From an optimization exercise on the open Yosys and OpenROAD flow, aimed at small area; shortcuts taken in it are not production practice.
Function was checked by simulation only, so behaviour that the tests miss may differ from the original.
Power and IR drop assume default switching activity.

==> design.v <==
`timescale 1ns / 1ps
module clk_divider_1Hz(
    input i_clk,
    input i_rst_n,
    output reg o_clk
    );
    parameter FREQ = 1;
    parameter SOURCE_CLOCK = 100000000;
    parameter SOURCE_CLOCK_HALF = 50000000;
    localparam integer max_cnt  = SOURCE_CLOCK / FREQ;
    localparam integer half_cnt = SOURCE_CLOCK_HALF / FREQ;
    integer cnt;
    always@( negedge i_rst_n or posedge i_clk ) begin	 
        if( !i_rst_n ) begin
            cnt <= 0;
            o_clk <= 1'b0;  
        end else begin
            if( cnt < max_cnt ) begin
                cnt <= cnt+1;
            end else begin
                cnt <= 0;
            end
            if( cnt < half_cnt ) begin
                o_clk <= 1'b0;
            end else begin
                o_clk <= 1'b1;
            end
        end
    end
endmodule
`timescale 1ns / 1ps
module clk_divider_100Hz(
    input i_clk,
    input i_rst_n,
    output reg o_clk
    );
    parameter FREQ = 100;
    parameter SOURCE_CLOCK = 100000000;
    parameter SOURCE_CLOCK_HALF = 50000000;
    localparam integer max_cnt  = SOURCE_CLOCK / FREQ;
    localparam integer half_cnt = SOURCE_CLOCK_HALF / FREQ;
    integer cnt;
    always@( negedge i_rst_n or posedge i_clk ) begin	 
        if( !i_rst_n ) begin
            cnt <= 0;
            o_clk <= 1'b0;  
        end else begin
            if( cnt < max_cnt ) begin
                cnt <= cnt+1;
            end else begin
                cnt <= 0;
            end
            if( cnt < half_cnt ) begin
                o_clk <= 1'b0;
            end else begin
                o_clk <= 1'b1;
            end
        end
    end
endmodule
`timescale 1ns / 1ps
module clk_divider_400Hz(
    input i_clk,
    input i_rst_n,
    output reg o_clk
    );
    parameter FREQ = 400;
    parameter SOURCE_CLOCK = 100000000;
    parameter SOURCE_CLOCK_HALF = 50000000;
    localparam integer max_cnt  = SOURCE_CLOCK / FREQ;
    localparam integer half_cnt = SOURCE_CLOCK_HALF / FREQ;
    integer cnt;
    always@( negedge i_rst_n or posedge i_clk ) begin     
        if( !i_rst_n ) begin
            cnt <= 0;
            o_clk <= 1'b0;  
        end else begin
            if( cnt < max_cnt ) begin
                cnt <= cnt+1;
            end else begin
                cnt <= 0;
            end
            if( cnt < half_cnt ) begin
                o_clk <= 1'b0;
            end else begin
                o_clk <= 1'b1;
            end
         end
    end
endmodule
`timescale 1ns / 1ps
module btn_edge_detector(
    input      i_clk,
    input      i_rst_n,
    input      i_en,
    input      i_BTN_U,
    input      i_BTN_L,
    input      i_BTN_M,
    input      i_BTN_R,
    input      i_BTN_D,
    output reg o_BTN_U,
    output reg o_BTN_L,
    output reg o_BTN_M,
    output reg o_BTN_R,
    output reg o_BTN_D
    );
    reg pre_val_U;
    reg pre_val_L;
    reg pre_val_M;
    reg pre_val_R;
    reg pre_val_D;
    always@( negedge i_rst_n or posedge i_clk ) begin
        if( !i_rst_n ) begin
            o_BTN_U <= 1'b0;
            o_BTN_L <= 1'b0;
            o_BTN_M <= 1'b0;
            o_BTN_R <= 1'b0;
            o_BTN_D <= 1'b0;
            pre_val_U <= 1'b0;
            pre_val_L <= 1'b0; 
            pre_val_M <= 1'b0; 
            pre_val_R <= 1'b0; 
            pre_val_D <= 1'b0;   
        end else if( i_en ) begin
            pre_val_U <= i_BTN_U;
            pre_val_L <= i_BTN_L;
            pre_val_M <= i_BTN_M;
            pre_val_R <= i_BTN_R;
            pre_val_D <= i_BTN_D;
            if( pre_val_U == 1'b0 && i_BTN_U == 1'b1 ) begin
                o_BTN_U <= 1'b1;
            end else begin
                o_BTN_U <= 1'b0;
            end
            if( pre_val_L == 1'b0 && i_BTN_L == 1'b1 ) begin
                o_BTN_L <= 1'b1;
            end else begin
                o_BTN_L <= 1'b0;
            end
            if( pre_val_M == 1'b0 && i_BTN_M == 1'b1 ) begin
                o_BTN_M <= 1'b1;
            end else begin
                o_BTN_M <= 1'b0;
            end
            if( pre_val_R == 1'b0 && i_BTN_R == 1'b1 ) begin
                o_BTN_R <= 1'b1;
            end else begin
                o_BTN_R <= 1'b0;
            end
            if( pre_val_D == 1'b0 && i_BTN_D == 1'b1 ) begin
                o_BTN_D <= 1'b1;
            end else begin
                o_BTN_D <= 1'b0;
            end    
        end
    end
endmodule
`timescale 1ns / 1ps
module pos_shifter(
    input i_clk,
    input i_rst_n,
    input i_en,
    output reg[2:0] o_pos
    );
    always@( negedge i_rst_n or posedge i_clk ) begin
        if( !i_rst_n ) begin
            o_pos <= 3'b111;
        end else if( i_en ) begin
            if( o_pos > 3'b000 ) begin
                o_pos <= o_pos - 1;
            end else begin
                o_pos <= 3'b111;
            end
        end
    end
endmodule
`timescale 1ns / 1ps
module num_mux(
    input i_rst_n,
    input [2:0] i_pos,
    input [3:0] i_num7,
    input [3:0] i_num6,
    input [3:0] i_num5,
    input [3:0] i_num4,
    input [3:0] i_num3,
    input [3:0] i_num2,
    input [3:0] i_num1,
    input [3:0] i_num0,   
    output reg[3:0] o_num
    );
    always@( * ) begin
        if( !i_rst_n ) begin
            o_num = 4'b0000;
        end else begin
            case( i_pos )
                3'b111: o_num = i_num7;
                3'b110: o_num = i_num6;
                3'b101: o_num = i_num5;
                3'b100: o_num = i_num4;
                3'b011: o_num = i_num3;
                3'b010: o_num = i_num2;
                3'b001: o_num = i_num1;
                3'b000: o_num = i_num0;
            endcase
        end
    end
endmodule
`timescale 1ns / 1ps
module digit_decoder(
    input           i_rst_n,
    input     [2:0] i_pos,
    input     [7:0] i_config_digit,
    output reg[7:0] digit
    );
    always@( * ) begin
        if( !i_rst_n ) begin
            digit <= 8'b00000000;
        end else
        case( i_pos )
            3'b111: digit <= 8'b10000000 & i_config_digit;
            3'b110: digit <= 8'b01000000 & i_config_digit;
            3'b101: digit <= 8'b00100000 & i_config_digit;
            3'b100: digit <= 8'b00010000 & i_config_digit;
            3'b011: digit <= 8'b00001000 & i_config_digit;
            3'b010: digit <= 8'b00000100 & i_config_digit;
            3'b001: digit <= 8'b00000010 & i_config_digit;
            3'b000: digit <= 8'b00000001 & i_config_digit;
            default : digit <= 8'b00000000;
        endcase
    end
endmodule
`timescale 1ns / 1ps
module segment_decoder(
    input i_rst_n,
    input [3:0] i_d_num,
    output reg[6:0] o_b_seg
    );
    always@( * ) begin
        if( !i_rst_n ) begin
            o_b_seg <= 7'b0000000;   
        end else begin
        case( i_d_num )
            4'b0000 : o_b_seg <= 7'b1111110;  
            4'b0001 : o_b_seg <= 7'b0110000;  
            4'b0010 : o_b_seg <= 7'b1101101;  
            4'b0011 : o_b_seg <= 7'b1111001;  
            4'b0100 : o_b_seg <= 7'b0110011;  
            4'b0101 : o_b_seg <= 7'b1011011;  
            4'b0110 : o_b_seg <= 7'b1011111;  
            4'b0111 : o_b_seg <= 7'b1110010;  
            4'b1000 : o_b_seg <= 7'b1111111;  
            4'b1001 : o_b_seg <= 7'b1111011;  
            default: o_b_seg <= 7'b0000001;   
        endcase
        end
    end
endmodule
`timescale 1ns / 1ps
module controller(
    input            i_clk,
    input            i_en_400,
    input            i_clk_1,
    input            i_clk_100,
    input            i_rst_n,
    input            i_btn_u,
    input            i_btn_l,
    input            i_btn_m,
    input            i_btn_r,
    input            i_btn_d,
    input            i_config_mode,
    output reg[7:0]  o_config_digit,
    output reg[3:0]  o_num7,
    output reg[3:0]  o_num6,
    output reg[3:0]  o_num5,
    output reg[3:0]  o_num4,
    output reg[3:0]  o_num3,
    output reg[3:0]  o_num2,
    output reg[3:0]  o_num1,
    output reg[3:0]  o_num0
    );
    reg[2:0]  r_sel_pos;
    reg       pre_clk_1Hz;
    reg       pre_clk_100Hz;
    always@( negedge i_rst_n or posedge i_clk ) begin
        if ( !i_rst_n ) begin    
            r_sel_pos <= 3'b111;
            pre_clk_1Hz <= 1'b0;
            pre_clk_100Hz <= 1'b0;
            o_config_digit <= 8'b11111111;
            o_num7 <= 4'b0000;
            o_num6 <= 4'b0000;
            o_num5 <= 4'b0000;
            o_num4 <= 4'b0000;
            o_num3 <= 4'b0000;
            o_num2 <= 4'b0000;
            o_num1 <= 4'b0000;
            o_num0 <= 4'b0000;     
        end else if( i_en_400 ) begin
            pre_clk_1Hz <= i_clk_1;
            pre_clk_100Hz <= i_clk_100;
            if( !i_config_mode ) begin   
                o_config_digit <= 8'b11111111;   
                if( pre_clk_100Hz == 1 && i_clk_100 == 0 ) begin   
                    if( o_num0 < 4'b1001 ) begin
                        o_num0 <= o_num0 + 1;
                    end else begin
                        o_num0 <= 4'b0000;
                        if( o_num1 < 4'b1001 ) begin
                            o_num1 <= o_num1 + 1;
                        end else begin
                            o_num1 <= 4'b0000;
                            if( o_num2 < 4'b1001 ) begin
                                o_num2 <= o_num2 + 1;
                            end else begin
                                o_num2 <= 4'b0000;
                                if( o_num3 < 4'b0101 ) begin
                                    o_num3 <= o_num3 + 1;
                                end else begin
                                    o_num3 <= 4'b0000;
                                    if( o_num4 < 4'b1001 ) begin
                                        o_num4 <= o_num4 + 1;
                                    end else begin
                                        o_num4 <= 4'b0000;
                                        if( o_num5 < 4'b0101 ) begin
                                            o_num5 <= o_num5 + 1;
                                        end else begin
                                            o_num5 <= 4'b0000;
                                            if( o_num7 == 4'b0010 && o_num6 == 4'b0011 ) begin
                                                o_num6 <= 4'b0000;  
                                                o_num7 <= 4'b0000;
                                            end else if( o_num6 < 4'b1001 ) begin
                                                o_num6 <= o_num6 + 1;
                                            end else begin
                                                o_num6 <= 4'b0000;
                                                if( o_num7 < 4'b0010 ) begin
                                                    o_num7 <= o_num7 + 1;
                                                end else begin
                                                    o_num7 <= 4'b0000;
                                                end
                                            end
                                        end
                                    end
                                end
                            end
                        end
                    end
                end
            end else begin   
                if( pre_clk_1Hz == 1 && i_clk_1 == 0 ) begin   
                    case( r_sel_pos )
                        3'b111: o_config_digit <= 8'b01111111;
                        3'b110: o_config_digit <= 8'b10111111;
                        3'b101: o_config_digit <= 8'b11011111;
                        3'b100: o_config_digit <= 8'b11101111;
                        3'b011: o_config_digit <= 8'b11110111;
                        3'b010: o_config_digit <= 8'b11111011;
                        3'b001: o_config_digit <= 8'b11111101;
                        3'b000: o_config_digit <= 8'b11111110;
                    endcase
                end else if( pre_clk_1Hz == 0 && i_clk_1 == 1 ) begin  
                    o_config_digit <= 8'b11111111;
                end else begin   
                    r_sel_pos <= r_sel_pos + {2'b00,i_btn_l} - {2'b00,i_btn_r};         
                    if( i_btn_u ) begin                                      
                        if( r_sel_pos == 3'b111 ) begin
                            if( o_num7 < 4'b0010 ) begin
                                o_num7 <= o_num7 + 1;
                            end else begin
                                o_num7 <= 4'b0000;
                            end
                        end else if( r_sel_pos == 3'b110 ) begin
                            if( o_num7 == 4'b0010 ) begin    
                                if( o_num6 < 4'b0011 ) begin
                                    o_num6 <= o_num6 + 1;
                                end else begin
                                    o_num6 <= 4'b0000;
                                end
                            end else begin   
                                if( o_num6 < 4'b1001 ) begin
                                    o_num6 <= o_num6 + 1;
                                end else begin
                                    o_num6 <= 4'b0000;
                                end
                            end
                        end else if( r_sel_pos == 3'b101 ) begin
                            if( o_num5 < 4'b0101 ) begin
                                o_num5 <= o_num5 + 1;
                            end else begin
                                o_num5 <= 4'b0000;
                            end
                        end else if( r_sel_pos == 3'b100 ) begin
                            if( o_num4 < 4'b1001 ) begin
                                o_num4 <= o_num4 + 1;
                            end else begin
                                o_num4 <= 4'b0000;
                            end
                        end else if( r_sel_pos == 3'b011 ) begin
                            if( o_num3 < 4'b0101 ) begin
                                o_num3 <= o_num3 + 1;
                            end else begin
                                o_num3 <= 4'b0000;
                            end
                        end else if( r_sel_pos == 3'b010 ) begin
                            if( o_num2 < 4'b1001 ) begin
                                o_num2 <= o_num2 + 1;
                            end else begin
                                o_num2 <= 4'b0000;
                            end
                        end else if( r_sel_pos == 3'b001 ) begin
                            if( o_num1 < 4'b1001 ) begin
                                o_num1 <= o_num1 + 1;
                            end else begin
                                o_num1 <= 4'b0000;
                            end
                        end else begin
                            if( o_num0 < 4'b1001 ) begin
                                o_num0 <= o_num0 + 1;
                            end else begin
                                o_num0 <= 4'b0000;
                            end
                        end
                    end else if( i_btn_d ) begin
                        if( r_sel_pos == 3'b111 ) begin
                            if( o_num7 > 4'b0000 ) begin
                                o_num7 <= o_num7 - 1;
                            end else begin
                                o_num7 <= 4'b0010;
                            end
                        end else if( r_sel_pos == 3'b110 ) begin
                            if( o_num7 == 4'b0010 ) begin    
                                if( o_num6 > 4'b0000 ) begin
                                    o_num6 <= o_num6 - 1;
                                end else begin
                                    o_num6 <= 4'b0011;
                                end
                            end else begin   
                                if( o_num6 > 4'b0000 ) begin
                                    o_num6 <= o_num6 - 1;
                                end else begin
                                    o_num6 <= 4'b1001;
                                end
                            end
                        end else if( r_sel_pos == 3'b101 ) begin
                            if( o_num5 > 4'b0000 ) begin
                                o_num5 <= o_num5 - 1;
                            end else begin
                                o_num5 <= 4'b0101;
                            end
                        end else if( r_sel_pos == 3'b100 ) begin
                            if( o_num4 > 4'b0000 ) begin
                                o_num4 <= o_num4 - 1;
                            end else begin
                                o_num4 <= 4'b1001;
                            end
                        end else if( r_sel_pos == 3'b011 ) begin
                            if( o_num3 > 4'b0000 ) begin
                                o_num3 <= o_num3 - 1;
                            end else begin
                                o_num3 <= 4'b0101;
                            end
                        end else if( r_sel_pos == 3'b010 ) begin
                            if( o_num2 > 4'b0000 ) begin
                                o_num2 <= o_num2 - 1;
                            end else begin
                                o_num2 <= 4'b1001;
                            end
                        end else if( r_sel_pos == 3'b001 ) begin
                            if( o_num1 > 4'b0000 ) begin
                                o_num1 <= o_num1 - 1;
                            end else begin
                                o_num1 <= 4'b1001;
                            end
                        end else begin
                            if( o_num0 > 4'b0000 ) begin
                                o_num0 <= o_num0 - 1;
                            end else begin
                                o_num0 <= 4'b1001;
                            end
                        end
                    end
                end
            end
        end
    end
endmodule
`timescale 1ns / 1ps
module digital_clock(
    input            SYSTEM_CLK_100M,
    input            SYSTEM_RST_n,
    input   [15:0]   DIP_SW,
    input            BTN_U,
    input            BTN_L,
    input            BTN_M,
    input		     BTN_R,
    input		     BTN_D,
    output  [6:0]    SEG,
    output		     SEG_DP,
    output  [7:0]    DIGIT
    );
    localparam SOURCE_CLOCK = 100000;
    wire clk_1Hz,clk_100Hz,clk_400Hz;
    wire up,left,mid,right,down;
    wire [2:0]   reg_pos;
    wire [3:0]   num7,num6,num5,num4,num3,num2,num1,num0;
    wire [3:0]   cur_num;
    wire [7:0]   config_digit;
    reg  pre_clk_400Hz;
    wire en_400_rise = clk_400Hz & ~pre_clk_400Hz;
    wire en_400_fall = ~clk_400Hz & pre_clk_400Hz;
    always@( negedge SYSTEM_RST_n or posedge SYSTEM_CLK_100M ) begin
        if( !SYSTEM_RST_n ) pre_clk_400Hz <= 1'b0;
        else                pre_clk_400Hz <= clk_400Hz;
    end
    assign SEG_DP = 1'b0;  
    clk_divider_1Hz #(
        .SOURCE_CLOCK       (SOURCE_CLOCK),
        .SOURCE_CLOCK_HALF  (SOURCE_CLOCK/2)
        ) u0(
        .i_clk              (SYSTEM_CLK_100M),
        .i_rst_n            (SYSTEM_RST_n),
        .o_clk              (clk_1Hz)
        );
    clk_divider_100Hz #(
        .SOURCE_CLOCK       (SOURCE_CLOCK),
        .SOURCE_CLOCK_HALF  (SOURCE_CLOCK/2)
        ) u1(
        .i_clk              (SYSTEM_CLK_100M),
        .i_rst_n            (SYSTEM_RST_n),
        .o_clk              (clk_100Hz)
        );
    clk_divider_400Hz #(
        .SOURCE_CLOCK       (SOURCE_CLOCK),
        .SOURCE_CLOCK_HALF  (SOURCE_CLOCK/2)
        ) u2(
        .i_clk              (SYSTEM_CLK_100M),
        .i_rst_n            (SYSTEM_RST_n),
        .o_clk              (clk_400Hz)
        );      
    btn_edge_detector u3(
        .i_clk              (SYSTEM_CLK_100M),
        .i_rst_n            (SYSTEM_RST_n),
        .i_en               (en_400_rise),
        .i_BTN_U            (BTN_U),
        .i_BTN_L            (BTN_L),
        .i_BTN_M            (BTN_M),
        .i_BTN_R            (BTN_R),
        .i_BTN_D            (BTN_D),
        .o_BTN_U            (up),
        .o_BTN_L            (left),
        .o_BTN_M            (mid),
        .o_BTN_R            (right),
        .o_BTN_D            (down)
        );
    pos_shifter u4(
        .i_clk              (SYSTEM_CLK_100M),
        .i_rst_n            (SYSTEM_RST_n),
        .i_en               (en_400_rise),
        .o_pos              (reg_pos)
        );
    num_mux u5(
        .i_rst_n            (SYSTEM_RST_n),
        .i_pos              (reg_pos),
        .i_num7             (num7),
        .i_num6             (num6),
        .i_num5             (num5),
        .i_num4             (num4),
        .i_num3             (num3),
        .i_num2             (num2),
        .i_num1             (num1),
        .i_num0             (num0),   
        .o_num              (cur_num)
        );
    digit_decoder u6(
        .i_rst_n            (SYSTEM_RST_n),
        .i_pos              (reg_pos),
        .i_config_digit     (config_digit),
        .digit              (DIGIT)
        );
    segment_decoder u7(
        .i_rst_n            (SYSTEM_RST_n),
        .i_d_num            (cur_num),
        .o_b_seg            (SEG)
        );
    controller u8(
        .i_clk              (SYSTEM_CLK_100M),
        .i_en_400           (en_400_fall),
        .i_clk_1            (clk_1Hz),
        .i_clk_100          (clk_100Hz),
        .i_rst_n            (SYSTEM_RST_n),
        .i_btn_u            (up),
        .i_btn_l            (left),
        .i_btn_m            (mid),
        .i_btn_r            (right),
        .i_btn_d            (down),
        .i_config_mode      (DIP_SW[15]),
        .o_config_digit     (config_digit),
        .o_num7             (num7),
        .o_num6             (num6),
        .o_num5             (num5),
        .o_num4             (num4),
        .o_num3             (num3),
        .o_num2             (num2),
        .o_num1             (num1),
        .o_num0             (num0)
        );
endmodule
==> run.sh <==
#!/bin/bash
# synth_recipe.tcl (not shown) runs the flow's synth.tcl, then flattens the netlist and writes it again
# the make line also repeats each setting of config.mk as NAME=value (left out here)
make -C /OpenROAD-flow-scripts/flow DESIGN_CONFIG=/design/flow/config.mk WORK_HOME=/design/flow/orfs CLKGATE_MAP_FILE= SYNTH_SCRIPT=/design/flow/synth_recipe.tcl finish
==> config.mk <==
export PLATFORM = sky130hd
export DESIGN_NAME = digital_clock
export DESIGN_NICKNAME = digital_clock
export VERILOG_FILES = /design/flow/design.v
export SDC_FILE = /design/flow/constraint.sdc
export NUM_CORES = 4
export LEC_CHECK = 0
export CAP_MARGIN = 20
export CORE_MARGIN = 2
export CORE_UTILIZATION = 40
export SLEW_MARGIN = 20
==> constraint.sdc <==
create_clock -name core_clock -period 10.0 [get_ports {SYSTEM_CLK_100M}]
set_input_delay 2.0000 -clock core_clock [delete_from_list [all_inputs] [get_ports {SYSTEM_CLK_100M}]]
set_output_delay 2.0000 -clock core_clock [all_outputs]
set_load 0.01 [all_outputs]
==> impl_metrics.csv <==
group,metric,value,unit
outcome,status,"complete, no violations",
synthesis,ys_ff_latch,156,
floorplanning,fp.dieH,157,µm
drt,dr.pass1.iters,5,
critical_path,reg2reg_from,"u8.o_num1[0]$_DFFE_PN0P_",
global_route,antenna_found_initial,0,
synthesis,syn_area,9310,µm²
clocking,h-tree-depth,4,
floorplanning,initial_core_util,40.9,%
layout,layout-drive-gt1-share,7.72,%
run,drv_cap,0,
worst_hold_path,hp-start,"u2.o_clk$_DFF_PN0_",
critical_path,startpoint,"SYSTEM_RST_n",
synthesis,yosys_warnings,10,
sta,fmax,158,MHz
floorplanning,row_count,55,
synthesis,synthCells,1062,
clocking,cts_resized,0,
clocking,cts_tree,"yes",
global_route,grt_pass1_wl,35200,µm
critical_path,cp-end-kind,"output pin",
synthesis,async_reset_ff_share,100,%
drt,wl_per_cell,14.6,µm
synthesis,yosysTopAreaCell,"dfrtp_1",
synthesis,yosys-top-cells-area,"dfrtp_1 (38%), nor2_1 (6.7%), ha_1 (5.0%), xor2_1 (4.4%), dfstp_2 (4.0%)",
floorplanning,chipWidth,157,µm
clocking,cts_setup_buffers,0,
global_route,grt_usage,17.5,%
synthesis,synth_top_area_share,38.2,%
global_route,grt-ovfl-total,0,
global_route,grt_pass1_vias,7063,
critical_path,critical_path.endpoint,"SEG[3]",
synthesis,synth_edf_count,0,
critical_path,r2r_setup_slack,7400,ps
synthesis,ys_types,69,
synthesis,synth_seq_area_share,42.1,%
clocking,cts.sinks,156,
power,powerDensity,127,nW/µm²
critical_path,crit_path_max_fanout,39,
sta,hold_viol_final,0,
sta,finalSetupViolCount,0,
placement,gp_congestion,0.828,
layout,diodes,0,
sta,clock-skew-final,13.3,ps
critical_path,rr_endpoint,"u8.o_num5[0]$_DFFE_PN0P_",
floorplanning,io_pins,39,
layout,nets,1123,
power,ir_worst_vdd,0.0000988,V
worst_hold_path,hold_path_class,"reg -> reg",
global_route,grt_max_degree,78,
layout,num-fill-cells,2178,
clocking,cts-root-buf,"clkbuf_16",
critical_path,path_class,"in -> out",
drt,dr.first_iter.drc_count,418,
critical_path,crit_required,8000,ps
layout,layout_commonest_cell,"nor2_1",
power,finalPower,1.32,mW
critical_path,reg2regPathDepth,8,
clocking,clk_pin_slew,70,ps
power,leakage,4.46,nW
synthesis,synth-main-ff-cell,"dfrtp_1",
sta,slew_headroom,39.7,%
sta,setup_slack,3650,ps
critical_path,cp-start-kind,"primary input",
clocking,cts_buffers,17,
floorplanning,core-area,22800,µm²
sta,fin_crit_sh,63.5,%
synthesis,syn_area_per_cell,8.77,µm²
drt,viasPerCell,5.39,
clocking,clock_latency,430,ps
critical_path,cp.arrival,4350,ps
sta,drv_slew,0,
sta,setup_tns,0,ps
layout,final_cell_mix,"nor2_1 (166), dfrtp_1 (142), nand2_1 (89), inv_1 (48), o21ai_0 (48)",
clocking,hold_buffers,0,
placement,portBuffers,21,
synthesis,synth_nets,1123,
placement,preCtsSetupSlack,3620,ps
floorplanning,dieArea,24500,µm²
sta,rsz0062_at_grt,"false",
drt,ant_nets,0,
drt,drc_errors,0,
layout,syn_to_final_growth,11.6,%
sta,worst_slew_pin_slew,901,ps
drt,via_count,7475,
clocking,clockBufferDepth,2,
drt,wl,20200,µm
sta,fin_crit,6350,ps
placement,dp_hpwl,14000,µm
-- state kept, by name (all words and copies together) (netlist names), 3 cells and up --
signal and cells:
u2.cnt 32, u1.cnt 32, u8.o_num3 4, u8.r_sel_pos 3, u8.o_num5 4, u8.o_num2 4
u8.o_num4 4, u8.o_num0 4, u8.o_num6 4, u0.cnt 32, u8.o_num1 4, u8.o_num7 4
u4.o_pos 3, u8.o_config_digit 8
-- through the flow --
stage                     area, µm²  std cells  hold slack, ps  utilization, %
final                         10400       1388             425            45.6
after global routing          10400       1388             439            45.6
after CTS                     10400       1387             428            45.5
after detailed placement       9790       1355             411            43.0
after global placement         9790       1355             403            43.0
after floorplan                9310       1062             388               -
-- critical path: stages --
cell	delay, ps
buf_6	300
inv_1	280
a31oi_1	370
inv_1	120
ha_1	310
mux2i_1	150
nand2_1	80
a21oi_1	170
clkdlybuf4s50_1	550
-- Yosys cell counts (17+ instances only) --
library cell / count
ha_1: 37
o21ai_0: 48
nor4_1: 19
nor2_1: 167
xnor2_1: 37
a21oi_1: 48
nor3_1: 31
and3_1: 23
xor2_1: 47
inv_1: 48
a31oi_1: 17
clkbuf_1: 39
nand4_1: 33
dfrtp_1: 142
nand2_1: 89
nand3_1: 38
-- layout make-up --
type                       instances  area, µm²  share of cell area (%)
timing repair buffer              29        292                    2.81
tap                              313        392                    3.77
clock inverter                    14        149                    1.43
inverter                          48        180                    1.73
sequential                       156       3920                    37.7
multi-input combinational        810       5030                    48.4
clock buffer                      18        429                    4.13
-- cell families (layout without fill, tap and decap cells) --
kind of cell | Yosys count | count (layout) | share of synthesized area (%)
buffers and inverters | 96 | 109 | 4.00
adder cells (fa/ha/maj) | 38 | 38 | 5.19
XOR/XNOR | 84 | 84 | 7.90
AO/OA/AOI/OAI | 192 | 192 | 13.4
AND/OR/NAND/NOR | 475 | 475 | 25.1
multiplexers | 20 | 20 | 2.30
other | 1 | 1 | 0.0403
flip-flops | 156 | 156 | 42.1
-- worst min-delay path by stage --
stage                     depth (start not counted)  slack [ps]                      end
after floorplan                                   0         390  pre_clk_400Hz$_DFF_PN0_
after global placement                            0         400  pre_clk_400Hz$_DFF_PN0_
after detailed placement                          0         410  pre_clk_400Hz$_DFF_PN0_
after CTS                                         0         430  pre_clk_400Hz$_DFF_PN0_
after global routing                              0         440  pre_clk_400Hz$_DFF_PN0_
final                                             0         420  pre_clk_400Hz$_DFF_PN0_
-- routing by layer --
metal	track usage [%]	share of wire [%]	up-vias
li1	-	-	3735
met1	25.6	52	3583
met2	26.5	44	133
met3	3.10	3.1	24
met4	5.37	1.3	0
met5	0	0	-
-- report_power, final --
group,switching [mW],internal (mW)
registers,0.00117,0.635
logic,0.0213,0.0107
clock network,0.295,0.354
total,0.317,0.999

[separate check: timing with driven ports]
Ports are ideal in the flow. The routed layout listed here was re-timed in OpenROAD. Step 1: set_driving_cell puts a clkbuf_16 on SYSTEM_CLK_100M and a buf_2 on each other input, an assumption about the parent block. Step 2 moves the port delays by t, midway between the first and last clock arrival at a register: inputs arrive t later, outputs are due t later. That takes back most of the time a late clock gives input paths. a / b / c = no drivers / after step 1 / after step 2; a / b = the first two.
t, ns: 0.472
slack for setup (ns): 3.655 / 3.617 / 3.617
worst hold slack (ns): 0.425 / 0.425 / 0.425
latest minus earliest clock arrival (ns): 0.017 / 0.016
worst data-port slew with drivers (ns): 0.05
After both steps this run still meets setup and hold. For this run, drivers alone change the setup slack by -0.038 ns; drivers and shift together by -0.038 ns.
